This is an optimization exercise on Yosys and OpenROAD, whose aim is small area and a short achievable clock period, not a production implementation.
In this exercise RTL edits were held to simulation tests only and were not proved equivalent to the original.
The flow treats the clock pin as an ideal source. Dropping or thinning the clock tree relies on that and would not hold on a real chip.
Power figures rest on the tool's default switching activity, not on a simulated workload.

==> 10-22 <==
## Apb3UartCtrl
module Apb3UartCtrl (
  input      [4:0]    io_apb_PADDR,
  input      [0:0]    io_apb_PSEL,
  input               io_apb_PENABLE,
  output              io_apb_PREADY,
  input               io_apb_PWRITE,
  input      [31:0]   io_apb_PWDATA,
  output     [31:0]   io_apb_PRDATA,
  output              io_uart_txd,
  input               io_uart_rxd,
  output              io_interrupt,
  input               io_axiClk,
  input               resetCtrl_axiReset
);
  wire clk = io_axiClk;
  wire rst = resetCtrl_axiReset;
  localparam [2:0] S_IDLE = 3'd0, S_START = 3'd1, S_DATA = 3'd2,
                   S_PARITY = 3'd3, S_STOP = 3'd4;
  wire setup = io_apb_PSEL[0] & !io_apb_PENABLE;
  reg s_w0, s_w4, s_w8, s_wc, s_w10, s_r0;
  always @(posedge clk) begin
    s_w0  <= setup &  io_apb_PWRITE & (io_apb_PADDR == 5'h00);
    s_w4  <= setup &  io_apb_PWRITE & (io_apb_PADDR == 5'h04);
    s_w8  <= setup &  io_apb_PWRITE & (io_apb_PADDR == 5'h08);
    s_wc  <= setup &  io_apb_PWRITE & (io_apb_PADDR == 5'h0c);
    s_w10 <= setup &  io_apb_PWRITE & (io_apb_PADDR == 5'h10);
    s_r0  <= setup & !io_apb_PWRITE & (io_apb_PADDR == 5'h00);
  end
  wire wr0  = s_w0;
  wire wr4  = s_w4;
  wire wr8  = s_w8;
  wire wrc  = s_wc;
  wire wr10 = s_w10;
  wire rd0  = s_r0;
  reg [19:0] divider;
  reg        tie, rie;
  ...
Settings: LEC_CHECK=0, CAP_MARGIN=20, CORE_MARGIN=2, CORE_UTILIZATION=40, SLEW_MARGIN=20; clock period 10.0 ns.
standard.sh (not shown) runs the stock make flow with config.mk's settings and CLKGATE_MAP_FILE= SYNTH_SCRIPT=/design/flow/synth_recipe.tcl, a recipe that flattens the netlist after the stock synthesis.
==> flow/flow/run.sh <==
#!/bin/bash
# ORFS layout with the standard synthesis unchanged, except for the clock
# tree: ORFS runs up to placement, flow/cts_step.tcl builds a two-level
# clock tree (port -> 4 clkbuf_16 -> 16 clkbuf_16 -> registers) and repairs
# timing, then ORFS continues with routing and finishing.
# Logs: make_place.log, cts_step.log, make_finish.log (and orfs/logs).
set -euo pipefail
ARGS=(
  "BUFFER_PORTS_ARGS=-buffer_cell sky130_fd_sc_hd__buf_2"
  "SETUP_SLACK_MARGIN=7.4"
  "MATCH_CELL_FOOTPRINT=0"
  "TNS_END_PERCENT=100"
)
bash standard.sh "${ARGS[@]}" place > make_place.log 2>&1
MCTS_RESULTS=$PWD/orfs/results/sky130hd/Apb3UartCtrl/base \
MCTS_LEAVES=16 MCTS_MIDS=4 MCTS_SETUP_MARGIN=7.4 \
  openroad -no_init -exit flow/cts_step.tcl > cts_step.log 2>&1
bash standard.sh "${ARGS[@]}" finish > make_finish.log 2>&1
==> flow/flow/cts_step.tcl <==
# Clock tree step run in place of ORFS's CTS step: reads the placed design,
# builds a two-level clkbuf_16 tree (mcts.tcl), legalizes, repairs setup and
# hold as ORFS's CTS step does, and writes the files ORFS's later steps read.
set R $::env(MCTS_RESULTS)
set P $::env(FLOW_HOME)/platforms/sky130hd
read_lef $P/lef/sky130_fd_sc_hd.tlef
read_lef $P/lef/sky130_fd_sc_hd_merged.lef
read_liberty $P/lib/sky130_fd_sc_hd__tt_025C_1v80.lib
read_db $R/3_place.odb
read_sdc $R/3_place.sdc
source $P/setRC.tcl
set_dont_use [get_lib_cells {*probe* *lpflow*}]

source [file dirname [info script]]/mcts.tcl
mcts_build io_axiClk $::env(MCTS_LEAVES) $::env(MCTS_MIDS)

set_placement_padding -global -left 0 -right 0
detailed_placement
set_propagated_clock [all_clocks]
estimate_parasitics -placement
report_clock_latency
report_worst_slack -max
report_worst_slack -min

repair_timing -setup_margin $::env(MCTS_SETUP_MARGIN) -hold_margin 0 \
  -repair_tns 100 -verbose
detailed_placement
check_placement -verbose
estimate_parasitics -placement
report_worst_slack -max
report_worst_slack -min
report_clock_latency

write_db $R/4_1_cts.odb
write_sdc -no_timestamp $R/4_cts.sdc
Other scripts of this flow, unchanged in this note and not shown: flow/flow/mcts.tcl
==> inputs of 07-15, as changes to 10-22 <==
--- a/flow/flow/run.sh
+++ b/flow/flow/run.sh
@@ -9,5 +9,6 @@
   "BUFFER_PORTS_ARGS=-buffer_cell sky130_fd_sc_hd__buf_2"
-  "SETUP_SLACK_MARGIN=7.4"
+  "SETUP_SLACK_MARGIN=7.2"
   "MATCH_CELL_FOOTPRINT=0"
   "TNS_END_PERCENT=100"
+  "CORE_UTILIZATION=60"
 )
@@ -15,3 +16,3 @@
 MCTS_RESULTS=$PWD/orfs/results/sky130hd/Apb3UartCtrl/base \
-MCTS_LEAVES=16 MCTS_MIDS=4 MCTS_SETUP_MARGIN=7.4 \
+MCTS_LEAVES=16 MCTS_MIDS=4 MCTS_SETUP_MARGIN=7.2 \
   openroad -no_init -exit flow/cts_step.tcl > cts_step.log 2>&1
==> inputs of 03-06, as changes to 10-22 <==
--- a/flow/flow/run.sh
+++ b/flow/flow/run.sh
@@ -9,3 +9,3 @@
   "BUFFER_PORTS_ARGS=-buffer_cell sky130_fd_sc_hd__buf_2"
-  "SETUP_SLACK_MARGIN=7.4"
+  "SETUP_SLACK_MARGIN=7.2"
   "MATCH_CELL_FOOTPRINT=0"
@@ -15,3 +15,3 @@
 MCTS_RESULTS=$PWD/orfs/results/sky130hd/Apb3UartCtrl/base \
-MCTS_LEAVES=16 MCTS_MIDS=4 MCTS_SETUP_MARGIN=7.4 \
+MCTS_LEAVES=16 MCTS_MIDS=4 MCTS_SETUP_MARGIN=7.2 \
   openroad -no_init -exit flow/cts_step.tcl > cts_step.log 2>&1
==> inputs of 12-13, as changes to 10-22 <==
--- a/flow/flow/run.sh
+++ b/flow/flow/run.sh
@@ -9,3 +9,3 @@
   "BUFFER_PORTS_ARGS=-buffer_cell sky130_fd_sc_hd__buf_2"
-  "SETUP_SLACK_MARGIN=7.4"
+  "SETUP_SLACK_MARGIN=7.05"
   "MATCH_CELL_FOOTPRINT=0"
@@ -15,3 +15,3 @@
 MCTS_RESULTS=$PWD/orfs/results/sky130hd/Apb3UartCtrl/base \
-MCTS_LEAVES=16 MCTS_MIDS=4 MCTS_SETUP_MARGIN=7.4 \
+MCTS_LEAVES=16 MCTS_MIDS=4 MCTS_SETUP_MARGIN=7.05 \
   openroad -no_init -exit flow/cts_step.tcl > cts_step.log 2>&1
==> reports/qor.yml <==
detailed_routing:
  routed_wl_mm: 34.3
  wl_per_cell_um: 20.9
finish:
  drive_above_1_share_pct: 19.2
  design_area_um2: 19200
  area_growth_pct: 8.92
power_and_ir_drop:
  swShare_pct: 25.9
  seqPwrFrac_pct: 58.2
  p_leak_nw: 7.05
  switchingPower_mw: 0.893
global_routing:
  met2_usage_pct: 40.8
critical_path:
  crit_type: "in2reg"
  worstSetupEndpoint: "tpr"
  reg2reg_from: "rpop[0]"
  cp-startpoint: "io_apb_PWDATA[1]"
  r2r-end: "rram[4][0]"
  r2r_slack_ns: 7.09
status:
  status: "complete, no violations"
placement:
  place_inst: 1612
die:
  dieHeight_um: 175
the above is filed under 07-15

==> reports/qor.yml <==
detailed_routing:
  routed_wl_mm: 35.6
  wl_per_cell_um: 19.3
critical_path:
  crit_type: "in2reg"
  cp-startpoint: "io_apb_PWDATA[0]"
  worstSetupEndpoint: "tpr"
  reg2reg_from: "brk_q"
finish:
  design_area_um2: 19300
power_and_ir_drop:
  switchingPower_mw: 0.894
  p_leak_nw: 7.02
  swShare_pct: 26.0
  seqPwrFrac_pct: 58.3
status:
  status: "complete, no violations"
the above is filed under 12-13

==> reports/qor.yml <==
die:
  dieHeight_um: 214
critical_path:
  reg2reg_from: "rpop[0]"
  r2r_slack_ns: 7.21
  worstSetupEndpoint: "io_interrupt"
  crit_type: "reg2out"
  cp-startpoint: "irq"
  cp.required_ns: 8.00
power_and_ir_drop:
  switchingPower_mw: 0.919
  p_leak_nw: 7.09
  p_per_area_nw_per_um2: 177
status:
  status: "complete, no violations"
placement:
  place_inst: 1812
detailed_routing:
  routed_wl_mm: 35.7
  wl_per_cell_um: 19.3
global_routing:
  met2_usage_pct: 26.1
  grt_overflow_total: 0
finish:
  drive_above_1_share_pct: 20.5
  area_growth_pct: 11.1
  design_area_um2: 19600
logic_synthesis:
  async_reset_ff_share_pct: 23.4
the above is filed under 03-06

==> reports/qor.yml <==
detailed_routing:
  wl_per_cell_um: 19.2
critical_path:
  crit_type: "in2reg"
  r2r-end: "prdata[0]"
  worstSetupEndpoint: "tpr"
  cp-startpoint: "io_apb_PWDATA[2]"
  r2r_slack_ns: 7.39
finish:
  seq_share_pct: 56.7
  drive_above_1_share_pct: 23.1
  area_growth_pct: 15.0
  design_area_um2: 20300
power_and_ir_drop:
  switchingPower_mw: 0.942
  swShare_pct: 26.8
logic_synthesis:
  synth-main-ff-cell: "edfxtp_1"
placement:
  place_inst: 1813
status:
  status: "complete, no violations"
die:
  dieHeight_um: 214
global_routing:
  met2_usage_pct: 26.5
the above is filed under 10-22

No run of this note takes its clock network from TritonCTS; it comes from the design's own scripts or RTL.

* * *

==> inputs of cedar <==
==> flow/design.v <==
module Apb3UartCtrl (
  input      [4:0]    io_apb_PADDR,
  input      [0:0]    io_apb_PSEL,
  input               io_apb_PENABLE,
  output              io_apb_PREADY,
  input               io_apb_PWRITE,
  input      [31:0]   io_apb_PWDATA,
  output     [31:0]   io_apb_PRDATA,
  output              io_uart_txd,
  input               io_uart_rxd,
  output              io_interrupt,
  input               io_axiClk,
  input               resetCtrl_axiReset
);
  wire clk = io_axiClk;
  wire rst = resetCtrl_axiReset;
  localparam [2:0] S_IDLE = 3'd0, S_START = 3'd1, S_DATA = 3'd2,
                   S_PARITY = 3'd3, S_STOP = 3'd4;
  reg s_w0, s_w4, s_w8, s_wc, s_w10, s_r0, s_r4, s_r10;
  always @(posedge clk) begin
    s_w0  <=  io_apb_PWRITE & (io_apb_PADDR == 5'h00);
    s_w4  <=  io_apb_PWRITE & (io_apb_PADDR == 5'h04);
    s_w8  <=  io_apb_PWRITE & (io_apb_PADDR == 5'h08);
    s_wc  <=  io_apb_PWRITE & (io_apb_PADDR == 5'h0c);
    s_w10 <=  io_apb_PWRITE & (io_apb_PADDR == 5'h10);
    s_r0  <= !io_apb_PWRITE & (io_apb_PADDR == 5'h00);
    s_r4  <= !io_apb_PWRITE & (io_apb_PADDR == 5'h04);
    s_r10 <= !io_apb_PWRITE & (io_apb_PADDR == 5'h10);
  end
  wire acc  = io_apb_PSEL[0] & io_apb_PENABLE;
  wire wr0  = acc & s_w0;
  wire wr4  = acc & s_w4;
  wire wr8  = acc & s_w8;
  wire wrc  = acc & s_wc;
  wire wr10 = acc & s_w10;
  wire rd0  = acc & s_r0;
  reg [19:0] divider;
  reg        tie, rie;
  reg        readError, overflowError, breakDetected, doBreak;
  reg [2:0]  dataLength;
  reg [1:0]  parity;
  reg        stop2;
  reg        brk_prev;
  wire       brk;           
  wire       rx_error;
  wire       rx_overflow;
  always @(posedge clk or posedge rst) begin
    if (rst) begin
      divider       <= 20'h0;
      tie           <= 1'b0;
      rie           <= 1'b0;
      readError     <= 1'b0;
      overflowError <= 1'b0;
      breakDetected <= 1'b0;
      doBreak       <= 1'b0;
    end else begin
      if (wr8) divider <= io_apb_PWDATA[19:0];
      if (wr4) begin
        tie <= io_apb_PWDATA[0];
        rie <= io_apb_PWDATA[1];
      end
      if (rx_error) readError <= 1'b1;
      else if (wr10 & io_apb_PWDATA[0]) readError <= 1'b0;
      if (rx_overflow) overflowError <= 1'b1;
      else if (wr10 & io_apb_PWDATA[1]) overflowError <= 1'b0;
      if (wr10 & io_apb_PWDATA[9]) breakDetected <= 1'b0;
      else if (brk & !brk_prev) breakDetected <= 1'b1;
      if (wr10 & io_apb_PWDATA[11]) doBreak <= 1'b0;
      else if (wr10 & io_apb_PWDATA[10]) doBreak <= 1'b1;
    end
  end
  always @(posedge clk) begin
    brk_prev <= brk;
    if (wrc) begin
      dataLength <= io_apb_PWDATA[2:0];
      parity     <= io_apb_PWDATA[9:8];
      stop2      <= io_apb_PWDATA[16];
    end
  end
  reg [19:0] bcnt;
  reg        tick_n;        
  wire       tick = !tick_n;
  wire       tick_nx = tick ? (divider == 20'h0) : (bcnt == 20'h1);
  always @(posedge clk or posedge rst) begin
    if (rst) begin
      bcnt <= 20'h0;
      tick_n <= 1'b0;
    end else begin
      bcnt <= tick ? divider : bcnt - 20'h1;
      tick_n <= !tick_nx;
    end
  end
  reg b0, b1;
  reg s1, s2, s3, s4;
  reg sval, stick;
  reg [6:0] bkcnt;
  reg brk_q;
  reg [2:0] rstate;
  reg rvalid;
  reg [2:0] btimer;
  reg [2:0] bcount;
  reg rpar;
  reg [7:0] shifter;
  assign brk = brk_q;
  wire   brk_na = !sval & (brk_q | (tick & (bkcnt == 7'd103)));    
  wire s0 = b1;
  wire maj = (s0 & s1 & (s2 | s3 | s4)) | (s2 & s3 & (s0 | s1 | s4)) |
             (s4 & ((s0 & (s2 | s3)) | (s1 & (s2 | s3))));
  wire btick = stick & (btimer == 3'd0);
  wire rx_go = stick & !sval & !brk_q;
  wire rdlast = (bcount == dataLength);
  assign rx_error = btick & (((rstate == S_PARITY) & (rpar != sval)) |
                             ((rstate == S_STOP) & !sval));
  always @(posedge clk or posedge rst) begin
    if (rst) begin
      b0 <= 1'b0;
      b1 <= 1'b0;
      s1 <= 1'b1;
      s2 <= 1'b1;
      s3 <= 1'b1;
      s4 <= 1'b1;
      sval <= 1'b1;
      stick <= 1'b0;
      bkcnt <= 7'h0;
      brk_q <= 1'b0;
      rstate <= S_IDLE;
      rvalid <= 1'b0;
    end else begin
      b0 <= io_uart_rxd;
      b1 <= b0;
      if (tick) begin
        s1 <= s0;
        s2 <= s1;
        s3 <= s2;
        s4 <= s3;
      end
      sval <= maj;
      stick <= tick;
      if (sval) begin
        bkcnt <= 7'h0;
        brk_q <= 1'b0;
      end else if (tick & !brk_q) begin
        bkcnt <= bkcnt + 7'h1;
        brk_q <= (bkcnt == 7'd103);
      end
      rvalid <= 1'b0;
      case (rstate)
        S_IDLE: if (rx_go) rstate <= S_START;
        S_START: if (btick) rstate <= sval ? S_IDLE : S_DATA;
        S_DATA: if (btick & rdlast) begin
          if (parity == 2'b00) begin
            rstate <= S_STOP;
            rvalid <= 1'b1;
          end else begin
            rstate <= S_PARITY;
          end
        end
        S_PARITY: if (btick) begin
          if (rpar == sval) begin
            rstate <= S_STOP;
            rvalid <= 1'b1;
          end else begin
            rstate <= S_IDLE;
          end
        end
        default: if (btick) begin
          if (!sval) rstate <= S_IDLE;
          else if (bcount == {2'b00, stop2}) rstate <= S_IDLE;
        end
      endcase
    end
  end
  always @(posedge clk) begin
    if (stick) btimer <= btimer - 3'd1;
    if (btick) begin
      bcount <= bcount + 3'd1;
      rpar <= rpar ^ sval;
    end
    case (rstate)
      S_IDLE: if (rx_go) btimer <= 3'd2;
      S_START: if (btick) begin
        bcount <= 3'd0;
        rpar <= (parity == 2'b10);
      end
      S_DATA: if (btick) begin
        shifter[bcount] <= sval;
        if (rdlast) bcount <= 3'd0;
      end
      S_PARITY: if (btick) bcount <= 3'd0;
      default: ;
    endcase
  end
  reg [7:0] rram [0:15];
  reg [3:0] rpush, rpop;
  reg [4:0] rocc;
  reg       rzz, rv;
  reg [7:0] rout;
  wire rfull  = rocc[4];
  wire rempty = (rocc == 5'd0);
  wire rone   = (rocc == 5'd1);
  wire r15    = (rocc == 5'd15);
  wire r_push = rvalid & !rfull;
  wire r_pop  = rv & (rd0 | brk_q);
  assign rx_overflow = rvalid & rfull;
  wire [3:0] rpop1 = rpop + 4'd1;
  wire [7:0] rhead1 = rram[rpop1];
  wire req0 = (rpush == rpop);
  wire req1 = (rpush == rpop1);
  wire rempty_n0 = rempty & !r_push;
  wire rfull_n0  = rfull | (r15 & r_push);
  wire rzz_n0    = req0;
  wire rv_n0     = !rempty_n0 & !(rzz_n0 & !rfull_n0);
  wire rempty_n1 = rone & !r_push;
  wire rzz_n1    = req1;
  wire rv_n1     = !rempty_n1 & !rzz_n1;    
  wire rv_n      = r_pop ? rv_n1 : rv_n0;
  always @(posedge clk or posedge rst) begin
    if (rst) begin
      rpush <= 4'd0;
      rpop  <= 4'd0;
      rocc  <= 5'd0;
      rzz   <= 1'b0;
      rv    <= 1'b0;
    end else begin
      if (r_push) rpush <= rpush + 4'd1;
      if (r_pop) rpop <= rpop1;
      if (r_push & !r_pop) rocc <= rocc + 5'd1;
      else if (!r_push & r_pop) rocc <= rocc - 5'd1;
      rzz <= r_pop ? rzz_n1 : rzz_n0;
      rv  <= rv_n;
    end
  end
  always @(posedge clk) begin
    if (r_push) rram[rpush] <= shifter;
    if (r_push & (r_pop ? req1 : req0)) rout <= shifter;
    else if (r_pop) rout <= rhead1;
  end
  reg [7:0] tram [0:15];
  reg [3:0] tpush, tpop;
  reg [4:0] tavail;
  reg       tzz, tv;
  reg [7:0] tout;
  wire tempty = tavail[4];
  wire tfull  = (tavail == 5'd0);
  wire tone   = (tavail == 5'd15);
  wire t15    = (tavail == 5'd1);
  wire t_pre = s_w0 & !tfull;
  wire t_push = acc & t_pre;
  reg  tpr;                  
  wire t_pop  = tv & tpr;
  wire [3:0] tpop1 = tpop + 4'd1;
  wire [3:0] tpopn = t_pop ? tpop1 : tpop;
  wire tempty_n = t_pop ? (tone & !t_push) : (tempty & !t_push);
  wire tfull_n  = !t_pop & (tfull | (t15 & t_push));
  wire tzz_n    = (tpopn == tpush);
  wire tv_n     = !tempty_n & !(tzz_n & !tfull_n);
  always @(posedge clk or posedge rst) begin
    if (rst) begin
      tpush  <= 4'd0;
      tpop   <= 4'd0;
      tavail <= 5'd16;
      tzz    <= 1'b0;
      tv     <= 1'b0;
    end else begin
      if (t_push) tpush <= tpush + 4'd1;
      tpop <= tpopn;
      if (t_push & !t_pop) tavail <= tavail - 5'd1;
      else if (!t_push & t_pop) tavail <= tavail + 5'd1;
      tzz <= tzz_n;
      tv  <= tv_n;
    end
  end
  always @(posedge clk) begin
    if (t_push) tram[tpush] <= io_apb_PWDATA[7:0];
    tout <= tram[tpopn];
  end
  reg [2:0] tdiv;
  reg [2:0] tstate;
  reg [2:0] tcnt;
  reg       tpar;
  reg       txd_n;         
  reg       tdl;           
  reg  tovf;                
  wire tdlast = (tcnt == dataLength);
  wire tx_in_valid = tv & !brk_q;
  reg  stxd;
  always @(*) begin
    case (tstate)
      S_START:  stxd = 1'b0;
      S_DATA:   stxd = tout[tcnt];
      S_PARITY: stxd = tpar;
      default:  stxd = 1'b1;
    endcase
  end
  reg [2:0] tstate_n;
  reg [2:0] tcnt_n;
  always @(*) begin
    tstate_n = tstate;
    tcnt_n = tovf ? tcnt + 3'd1 : tcnt;
    case (tstate)
      S_IDLE: if (tx_in_valid & tovf) tstate_n = S_START;
      S_START: if (tovf) begin
        tstate_n = S_DATA;
        tcnt_n = 3'd0;
      end
      S_DATA: if (tovf & tdlast) begin
        tstate_n = (parity == 2'b00) ? S_STOP : S_PARITY;
        tcnt_n = 3'd0;
      end
      S_PARITY: if (tovf) begin
        tstate_n = S_STOP;
        tcnt_n = 3'd0;
      end
      default: if (tovf & (tcnt == {2'b00, stop2}))
        tstate_n = tx_in_valid ? S_START : S_IDLE;
    endcase
  end
  wire [2:0] dataLength_n = wrc ? io_apb_PWDATA[2:0] : dataLength;
  wire [2:0] tdiv_n = tdiv + {2'd0, tick};
  wire       tovf_n = tick_nx & (tdiv_n == 3'd7);
  wire       tdl_n  = (tstate_n == S_DATA) & (tcnt_n == dataLength_n);
  wire       doBreak_n = (wr10 & io_apb_PWDATA[11]) ? 1'b0 :
                         (wr10 & io_apb_PWDATA[10]) ? 1'b1 : doBreak;
  always @(posedge clk or posedge rst) begin
    if (rst) begin
      tdiv   <= 3'd0;
      tstate <= S_IDLE;
      txd_n  <= 1'b0;
      tdl    <= 1'b0;
      tovf   <= 1'b0;
      tpr    <= 1'b0;
    end else begin
      tdiv <= tdiv_n;
      tstate <= tstate_n;
      tdl <= tdl_n;
      tovf <= tovf_n;
      tpr <= doBreak_n | brk_na | (tdl_n & tovf_n);
      txd_n <= !(stxd & !doBreak);
    end
  end
  always @(posedge clk) begin
    tcnt <= tcnt_n;
    if (tovf) tpar <= tpar ^ stxd;
    if ((tstate == S_START) & tovf) tpar <= (parity == 2'b10);
  end
  wire       r_pop_na   = rv & brk_q;
  wire       rv_na      = r_pop_na ? rv_n1 : rv_n0;
  wire [7:0] rout_na    = (r_push & (r_pop_na ? req1 : req0)) ? shifter :
                          r_pop_na ? rhead1 : rout;
  wire [4:0] rocc_na    = (r_push & !r_pop_na) ? rocc + 5'd1 :
                          (!r_push & r_pop_na) ? rocc - 5'd1 : rocc;
  wire       tempty_na  = t_pop ? tone : tempty;
  wire       tfull_na   = !t_pop & tfull;
  wire       tv_na      = !tempty_na & !(tzz_n & !tfull_na);
  wire [4:0] tavail_na  = tavail + {4'd0, t_pop};
  wire       rerr_na    = readError | rx_error;
  wire       rovf_na    = overflowError | rx_overflow;
  wire       bdet_na    = breakDetected | (brk_q & !brk_prev);
  wire a0  = (io_apb_PADDR == 5'h00);
  wire a4  = (io_apb_PADDR == 5'h04);
  wire a10 = (io_apb_PADDR == 5'h10);
  reg [28:0] prdata;
  always @(posedge clk) begin
    prdata[0]     <= (a0 & rout_na[0]) | (a4 & tie) | (a10 & rerr_na);
    prdata[1]     <= (a0 & rout_na[1]) | (a4 & rie) | (a10 & rovf_na);
    prdata[7:2]   <= {6{a0}} & rout_na[7:2];
    prdata[8]     <= (a4 & tie & !tv_na) | (a10 & brk_na);
    prdata[9]     <= (a4 & rie & rv_na & !brk_na) | (a10 & bdet_na);
    prdata[15]    <= a4 & tv_na;
    prdata[16]    <= (a0 & rv_na & !brk_na) | (a4 & tavail_na[0]);
    prdata[20:17] <= {4{a4}} & tavail_na[4:1];
    prdata[28:24] <= {5{a4}} & rocc_na;
  end
  reg irq;
  wire tie_n = wr4 ? io_apb_PWDATA[0] : tie;
  wire rie_n = wr4 ? io_apb_PWDATA[1] : rie;
  always @(posedge clk or posedge rst) begin
    if (rst) irq <= 1'b0;
    else irq <= (tie_n & !tv_n) | (rie_n & rv_n & !brk_na);
  end
  assign io_apb_PREADY = 1'b1;
  assign io_uart_txd = !txd_n;
  assign io_interrupt = irq;
  assign io_apb_PRDATA = {3'd0, prdata[28:24], 3'd0, prdata[20:15], 5'd0, prdata[9:0]};
endmodule
==> flow/flow/run.sh <==
#!/bin/bash
# Standard ORFS layout (standard synthesis unchanged), with the I/O port
# buffers made from plain buffers and repair_timing asked for extra setup
# margin. Each step's full output is in orfs/logs; make's own output in make.log.
set -euo pipefail
bash standard.sh \
  "BUFFER_PORTS_ARGS=-buffer_cell sky130_fd_sc_hd__buf_2" \
  "SETUP_SLACK_MARGIN=6.5" \
  "TNS_END_PERCENT=100" \
  finish > make.log 2>&1
==> flow/standard.sh <==
#!/bin/bash
# synth_recipe.tcl (not shown) runs the flow's synth.tcl, then flattens the netlist and writes it again
# the make line also repeats each setting of config.mk as NAME=value (left out here)
make -C /OpenROAD-flow-scripts/flow DESIGN_CONFIG=/design/flow/config.mk WORK_HOME=/design/flow/orfs CLKGATE_MAP_FILE= SYNTH_SCRIPT=/design/flow/synth_recipe.tcl "${@:-finish}"
==> flow/config.mk <==
export PLATFORM = sky130hd
export DESIGN_NAME = Apb3UartCtrl
export DESIGN_NICKNAME = Apb3UartCtrl
export VERILOG_FILES = /design/flow/design.v
export SDC_FILE = /design/flow/constraint.sdc
export NUM_CORES = 4
export LEC_CHECK = 0
export CAP_MARGIN = 20
export CORE_MARGIN = 2
export CORE_UTILIZATION = 40
export SLEW_MARGIN = 20
==> flow/constraint.sdc <==
create_clock -name core_clock -period 10.0 [get_ports {io_axiClk}]
set_input_delay 2.0000 -clock core_clock [delete_from_list [all_inputs] [get_ports {io_axiClk}]]
set_output_delay 2.0000 -clock core_clock [all_outputs]
set_load 0.01 [all_outputs]
==> delta (differences from cedar) <==
--- a/flow/design.v
+++ b/flow/design.v
@@ -193,6 +193,6 @@
   reg [7:0] rram [0:15];
-  reg [3:0] rpush, rpop;
+  reg [3:0] rpop;
   reg [4:0] rocc;
   reg       rzz, rv;
-  reg [7:0] rout;
+  wire [3:0] rpush = rpop + rocc[3:0];
   wire rfull  = rocc[4];
@@ -205,5 +205,4 @@
   wire [3:0] rpop1 = rpop + 4'd1;
-  wire [7:0] rhead1 = rram[rpop1];
-  wire req0 = (rpush == rpop);
-  wire req1 = (rpush == rpop1);
+  wire req0 = (rocc[3:0] == 4'd0);
+  wire req1 = (rocc[3:0] == 4'd1);
   wire rempty_n0 = rempty & !r_push;
@@ -218,3 +217,2 @@
     if (rst) begin
-      rpush <= 4'd0;
       rpop  <= 4'd0;
@@ -224,3 +222,2 @@
     end else begin
-      if (r_push) rpush <= rpush + 4'd1;
       if (r_pop) rpop <= rpop1;
@@ -234,8 +231,7 @@
     if (r_push) rram[rpush] <= shifter;
-    if (r_push & (r_pop ? req1 : req0)) rout <= shifter;
-    else if (r_pop) rout <= rhead1;
   end
   reg [7:0] tram [0:15];
-  reg [3:0] tpush, tpop;
+  reg [3:0] tpop;
   reg [4:0] tavail;
+  wire [3:0] tpush = tpop - tavail[3:0];
   reg       tzz, tv;
@@ -254,3 +250,3 @@
   wire tfull_n  = !t_pop & (tfull | (t15 & t_push));
-  wire tzz_n    = (tpopn == tpush);
+  wire tzz_n    = t_pop ? (tavail[3:0] == 4'hf) : (tavail[3:0] == 4'h0);
   wire tv_n     = !tempty_n & !(tzz_n & !tfull_n);
@@ -258,3 +254,2 @@
     if (rst) begin
-      tpush  <= 4'd0;
       tpop   <= 4'd0;
@@ -264,3 +259,2 @@
     end else begin
-      if (t_push) tpush <= tpush + 4'd1;
       tpop <= tpopn;
@@ -347,4 +341,3 @@
   wire       rv_na      = r_pop_na ? rv_n1 : rv_n0;
-  wire [7:0] rout_na    = (r_push & (r_pop_na ? req1 : req0)) ? shifter :
-                          r_pop_na ? rhead1 : rout;
+  wire [7:0] rout_na    = rram[r_pop_na ? rpop1 : rpop];
   wire [4:0] rocc_na    = (r_push & !r_pop_na) ? rocc + 5'd1 :
--- a/flow/flow/run.sh
+++ b/flow/flow/run.sh
@@ -7,4 +7,5 @@
   "BUFFER_PORTS_ARGS=-buffer_cell sky130_fd_sc_hd__buf_2" \
-  "SETUP_SLACK_MARGIN=6.5" \
+  "SETUP_SLACK_MARGIN=7.2" "MATCH_CELL_FOOTPRINT=0" \
   "TNS_END_PERCENT=100" \
+  "CTS_ARGS=-sink_clustering_enable -repair_clock_nets -dont_use_dummy_load -buf_list sky130_fd_sc_hd__clkbuf_8" \
   finish > make.log 2>&1
==> notes <==
cedar passed the timing, DRC and antenna checks. delta completed without violations. Of cedar and delta, cedar has the higher flip-flop and latch count (gap 16). In delta the global-route usage is higher than in cedar, by 0.93 points. Against cedar, the count of clock-buffer cells in the layout of delta is higher by 8. Worst setup slack: delta is better than cedar (0.21 ns). Against cedar, the power of delta is smaller by about 4.6%. Against delta, the design area of cedar is larger by about 1.3%. Against cedar, the clock skew of delta is higher by 0.037 ns. Between delta and cedar, the lower synthesized cell count is in cedar (gap about 0.9%, measured against cedar).
==> figures <==
| quantity | cedar | delta |
|---|---|---|
| Wire length the detailed router placed on met1 | 18.22 mm | 17.43 mm |
| Core footprint | 0.04538 sq mm | 0.04412 sq mm |
| Min Hold Slack | 0.3527 ns | 0.3394 ns |
| Final net count | 1408 | 1472 |
| Share of synthesized area occupied by flip-flops and latches | 64.62% | 64.37% |
| Worst reg2reg path depth | 6 | 4 |
| Std-Cell Rows | 78 | 77 |
| Pint | 0.003326 W | 0.003023 W |
| Non-filler instance count after layout | 1964 | 1983 |
| Number of well-tap cells placed | 600 | 592 |
| Number of global-route vias before repair | 10310 | 10850 |
| Final weighted congestion in routability-driven placement | 0.7923 | 0.8282 |
| Ys async rst share | 24.42% | 23.43% |
| Result of the run | finished clean | finished clean |
| Area of the mapped netlist | 0.01842 sq mm | 0.01781 sq mm |
| CTS-repair resized insts | 5 | 66 |
| Worst path arrival time | 3.59 ns | 1.13 ns |
| Mean post-synth cell area | 14.46 sq um | 13.86 sq um |

-- what the ideal ports hide --
Ports are ideal in the flow. The routed layouts listed here were re-timed in OpenROAD.
Step 1 (the two cells are an assumption about what drives the block):
set clk [get_ports {io_axiClk}]
set_driving_cell -lib_cell sky130_fd_sc_hd__clkbuf_16 $clk
set_driving_cell -lib_cell sky130_fd_sc_hd__buf_2 [delete_from_list [all_inputs] $clk]
Step 2, shift: input delay + t, output delay - t, t = (earliest + latest rising clock arrival at the registers) / 2. This alone moves slack from input paths to output paths.
Slacks: no drivers / after step 1 / after step 2; pairs: no drivers / after step 1.
run | shift t [ns] | slack for setup (ns) | worst register clock-pin slew, ns
10-22 | 0.421 | 7.004 / 7.008 / 6.587 | 0.11 / 0.11
07-15 | 0.436 | 7.054 / 7.029 / 6.675 | 0.11 / 0.11
03-06 | 0.442 | 7.078 / 6.970 / 6.681 | 0.11 / 0.11
12-13 | 0.445 | 7.025 / 6.954 / 6.585 | 0.11 / 0.11
cedar | 0.633 | 6.657 / 6.686 / 6.053 | 0.06 / 0.06
delta | 0.658 | 6.870 / 6.818 / 6.378 | 0.06 / 0.06
After both steps every run listed still meets setup and hold. For cedar, which loses most, drivers alone change the setup slack by +0.029 ns; drivers and shift together by -0.604 ns.
